This is an optimization exercise on Yosys and OpenROAD, whose aim is small area and a short achievable clock period, not a production implementation.
Function was checked by simulation only, so behaviour that the tests miss may differ from the original.

==> ember <==
==> flow/design.v (excerpt) <==
module systolic_array #(
    parameter DATA_W = 16,
    parameter DIM = 4
) (
    input  logic clk,
    input  logic rst_n,
    input  logic [DIM*DATA_W-1:0] a_in,
    input  logic [DIM*DATA_W-1:0] b_in,
    input  logic valid_in,
    output logic [DIM*2*DATA_W-1:0] c_out,
    output logic valid_out
);
clock: 9.0 ns
lec_check: 0
cap_margin: 20
core_margin: 2
core_utilization: 40
cts_buf_list: sky130_fd_sc_hd__clkbuf_8
place_density: 0.7
slew_margin: 20
standard.sh (not shown) runs the stock make flow with config.mk's settings and CLKGATE_MAP_FILE= SYNTH_SCRIPT=/design/flow/synth_recipe.tcl, a recipe that flattens the netlist after the stock synthesis.
==> flow/flow/run.sh <==
#!/bin/bash
set -euo pipefail
bash standard.sh SETUP_SLACK_MARGIN=5.5 "BUFFER_PORTS_ARGS=-buffer_cell sky130_fd_sc_hd__buf_2" finish > standard.log 2>&1
==> inputs of xenon, as changes to ember <==
--- a/flow/config.mk
+++ b/flow/config.mk
@@ -11,3 +11,2 @@
 export CTS_BUF_LIST = sky130_fd_sc_hd__clkbuf_8
-export PLACE_DENSITY = 0.7
 export SLEW_MARGIN = 20
==> notes <==
Of ember and xenon, ember has the higher sequential share of layout area (gap 0.47 points). Against xenon, the routed wire length of ember is smaller by about 7%. Die area is the same in ember and xenon. Against ember, the design area of xenon is higher by 1.4%. In ember the cell count is lower than in xenon, by about 0.7%. Of ember and xenon, ember has the higher fmax (gap about 4%, measured against xenon).

---

==> branch onyx: inputs <==
Another version of the RTL of systolic_array (not shown whole).
clock: 9.0 ns
lec_check: 0
cap_margin: 20
core_margin: 2
core_utilization: 40
cts_buf_list: sky130_fd_sc_hd__clkbuf_8
place_density: 0.7
slew_margin: 20
Scripts as last shown in full above: flow/flow/run.sh
==> inputs of branch maple, as changes to branch onyx <==
==> flow/run.sh (new file) <==
#!/bin/bash
# synth_recipe.tcl (not shown) runs the flow's synth.tcl, then flattens the netlist and writes it again
# the make line also repeats each setting of config.mk as NAME=value (left out here)
make -C /OpenROAD-flow-scripts/flow DESIGN_CONFIG=/design/flow/config.mk WORK_HOME=/design/flow/orfs CLKGATE_MAP_FILE= SYNTH_SCRIPT=/design/flow/synth_recipe.tcl finish
--- a/flow/config.mk
+++ b/flow/config.mk
@@ -9,5 +9,4 @@
 export CORE_MARGIN = 2
 export CORE_UTILIZATION = 40
-export CTS_BUF_LIST = sky130_fd_sc_hd__clkbuf_8
-export PLACE_DENSITY = 0.7
+export SETUP_SLACK_MARGIN = 5
 export SLEW_MARGIN = 20
removed: flow/flow/run.sh
removed: flow/standard.sh
==> notes.md <==
| quantity | branch onyx | branch maple |
|---|---|---|
| Outcome | no timing/DRC/antenna violations | no timing/DRC/antenna violations |
| Flip-flop and latch share of the layout cell area | 35.3% | 36.1% |
| Number of detailed-route iterations in the first pass | 7 | 6 |
| Storage element area | 48400 µm² | 48400 µm² |
| Overall track demand over capacity in global routing | 19.6% | 20.2% |
| Clock buffers created by TritonCTS | 286 | 191 |
| Metal3 WL | 31600 µm | 19400 µm |
| Hold worst-path end | bs1_1_1[6] | a0_2_2[1] |
| Layout cell share with drive strength beyond 1 | 16.2% | 9.12% |
| Detail-routed via count per cell | 5.35 | 5.34 |
| H-tree depth reported by CTS | 5 | 4 |
| Setup slack of the worst register-to-register path | 5.50 ns | 5.07 ns |
| Multi-input gate area | 64400 µm² | 63900 µm² |
| Buffering stage count on the worst path with inverters included | 3 | 2 |
| Critical Path Source Type | flop | input port |
| Startpoint of the worst setup timing path | a1_2_2[5] | b_in[17] |

---

==> run a: inputs <==
Starting RTL as in the previous note.
## systolic_array
module systolic_array #(
    parameter DATA_W = 16,
    parameter DIM = 4
) (
    input  logic clk,
    input  logic rst_n,
    input  logic [DIM*DATA_W-1:0] a_in,
    input  logic [DIM*DATA_W-1:0] b_in,
    input  logic valid_in,
    output logic [DIM*2*DATA_W-1:0] c_out,
    output logic valid_out
);
export LEC_CHECK = 0
export CAP_MARGIN = 20
export CORE_MARGIN = 2
export CORE_UTILIZATION = 50
export CTS_BUF_LIST = sky130_fd_sc_hd__clkbuf_8
export PLACE_DENSITY = 0.7
export SLEW_MARGIN = 20
create_clock -name core_clock -period 9.0 [get_ports {clk}]
==> flow/flow/run.sh <==
#!/bin/bash
set -euo pipefail
bash standard.sh SETUP_SLACK_MARGIN=5.5 "BUFFER_PORTS_ARGS=-buffer_cell sky130_fd_sc_hd__buf_2" finish > standard.log 2>&1
==> inputs of run b, as changes to run a <==
--- a/flow/config.mk
+++ b/flow/config.mk
@@ -9,5 +9,5 @@
 export CORE_MARGIN = 2
-export CORE_UTILIZATION = 50
+export CORE_UTILIZATION = 40
 export CTS_BUF_LIST = sky130_fd_sc_hd__clkbuf_8
-export PLACE_DENSITY = 0.7
+export PLACE_DENSITY = 0.8
 export SLEW_MARGIN = 20
==> inputs of run c, as changes to run a <==
==> flow/flow/run.sh (replaced) <==
#!/bin/bash
set -euo pipefail
bash standard.sh SETUP_SLACK_MARGIN=5.5 finish > standard.log 2>&1
--- a/flow/config.mk
+++ b/flow/config.mk
@@ -9,5 +9,3 @@
 export CORE_MARGIN = 2
-export CORE_UTILIZATION = 50
-export CTS_BUF_LIST = sky130_fd_sc_hd__clkbuf_8
-export PLACE_DENSITY = 0.7
+export CORE_UTILIZATION = 40
 export SLEW_MARGIN = 20
==> notes.md <==
Core utilization: run b < run c < run a.
Of run c and run a, run a has the higher via count (gap 1.4%, measured against run a).
First-iteration DRC count, highest first: run b, run a, run c.
Fmax, highest first: run b, run c, run a.

==> re-timing with driven ports <==
Ports are ideal in the flow. The routed layouts listed here were re-timed in OpenROAD.
Step 1: set_driving_cell puts a clkbuf_16 on clk and a buf_2 on each other input, an assumption about the parent block.
Step 2 adds t to the input delays and takes it off the output delays; t is the mean of the earliest and latest rising clock arrival at the registers after step 1. Input paths then give back, and output paths get back, about the clock's delay inside the block.
Slacks: ideal / step 1 / step 2; pairs: ideal / step 1.
run | shift t [ns] | slack for setup (ns) | slew at the worst register clock pin (ns) | worst slew at a driven data input, ns | cell pins on the clock port's net
ember | 1.091 | 5.423 / 5.319 / 4.227 | 0.07 / 0.07 | 0.31 | 1
xenon | 1.114 | 5.276 / 5.276 / 4.256 | 0.08 / 0.08 | 0.25 | 1
branch onyx | 1.056 | 5.497 / 5.405 / 4.515 | 0.08 / 0.08 | 0.12 | 1
branch maple | 0.963 | 5.008 / 5.036 / 4.130 | 0.08 / 0.08 | 0.24 | 1
run a | 1.120 | 5.403 / 5.403 / 4.421 | 0.08 / 0.08 | 0.12 | 1
run b | 1.033 | 5.446 / 5.354 / 4.466 | 0.08 / 0.08 | 0.11 | 1
run c | 0.968 | 5.414 / 5.414 / 4.576 | 0.07 / 0.07 | 0.26 | 1
After both steps every run listed still meets setup and hold. For ember, which loses most, drivers alone change the setup slack by -0.104 ns; drivers and shift together by -1.196 ns.
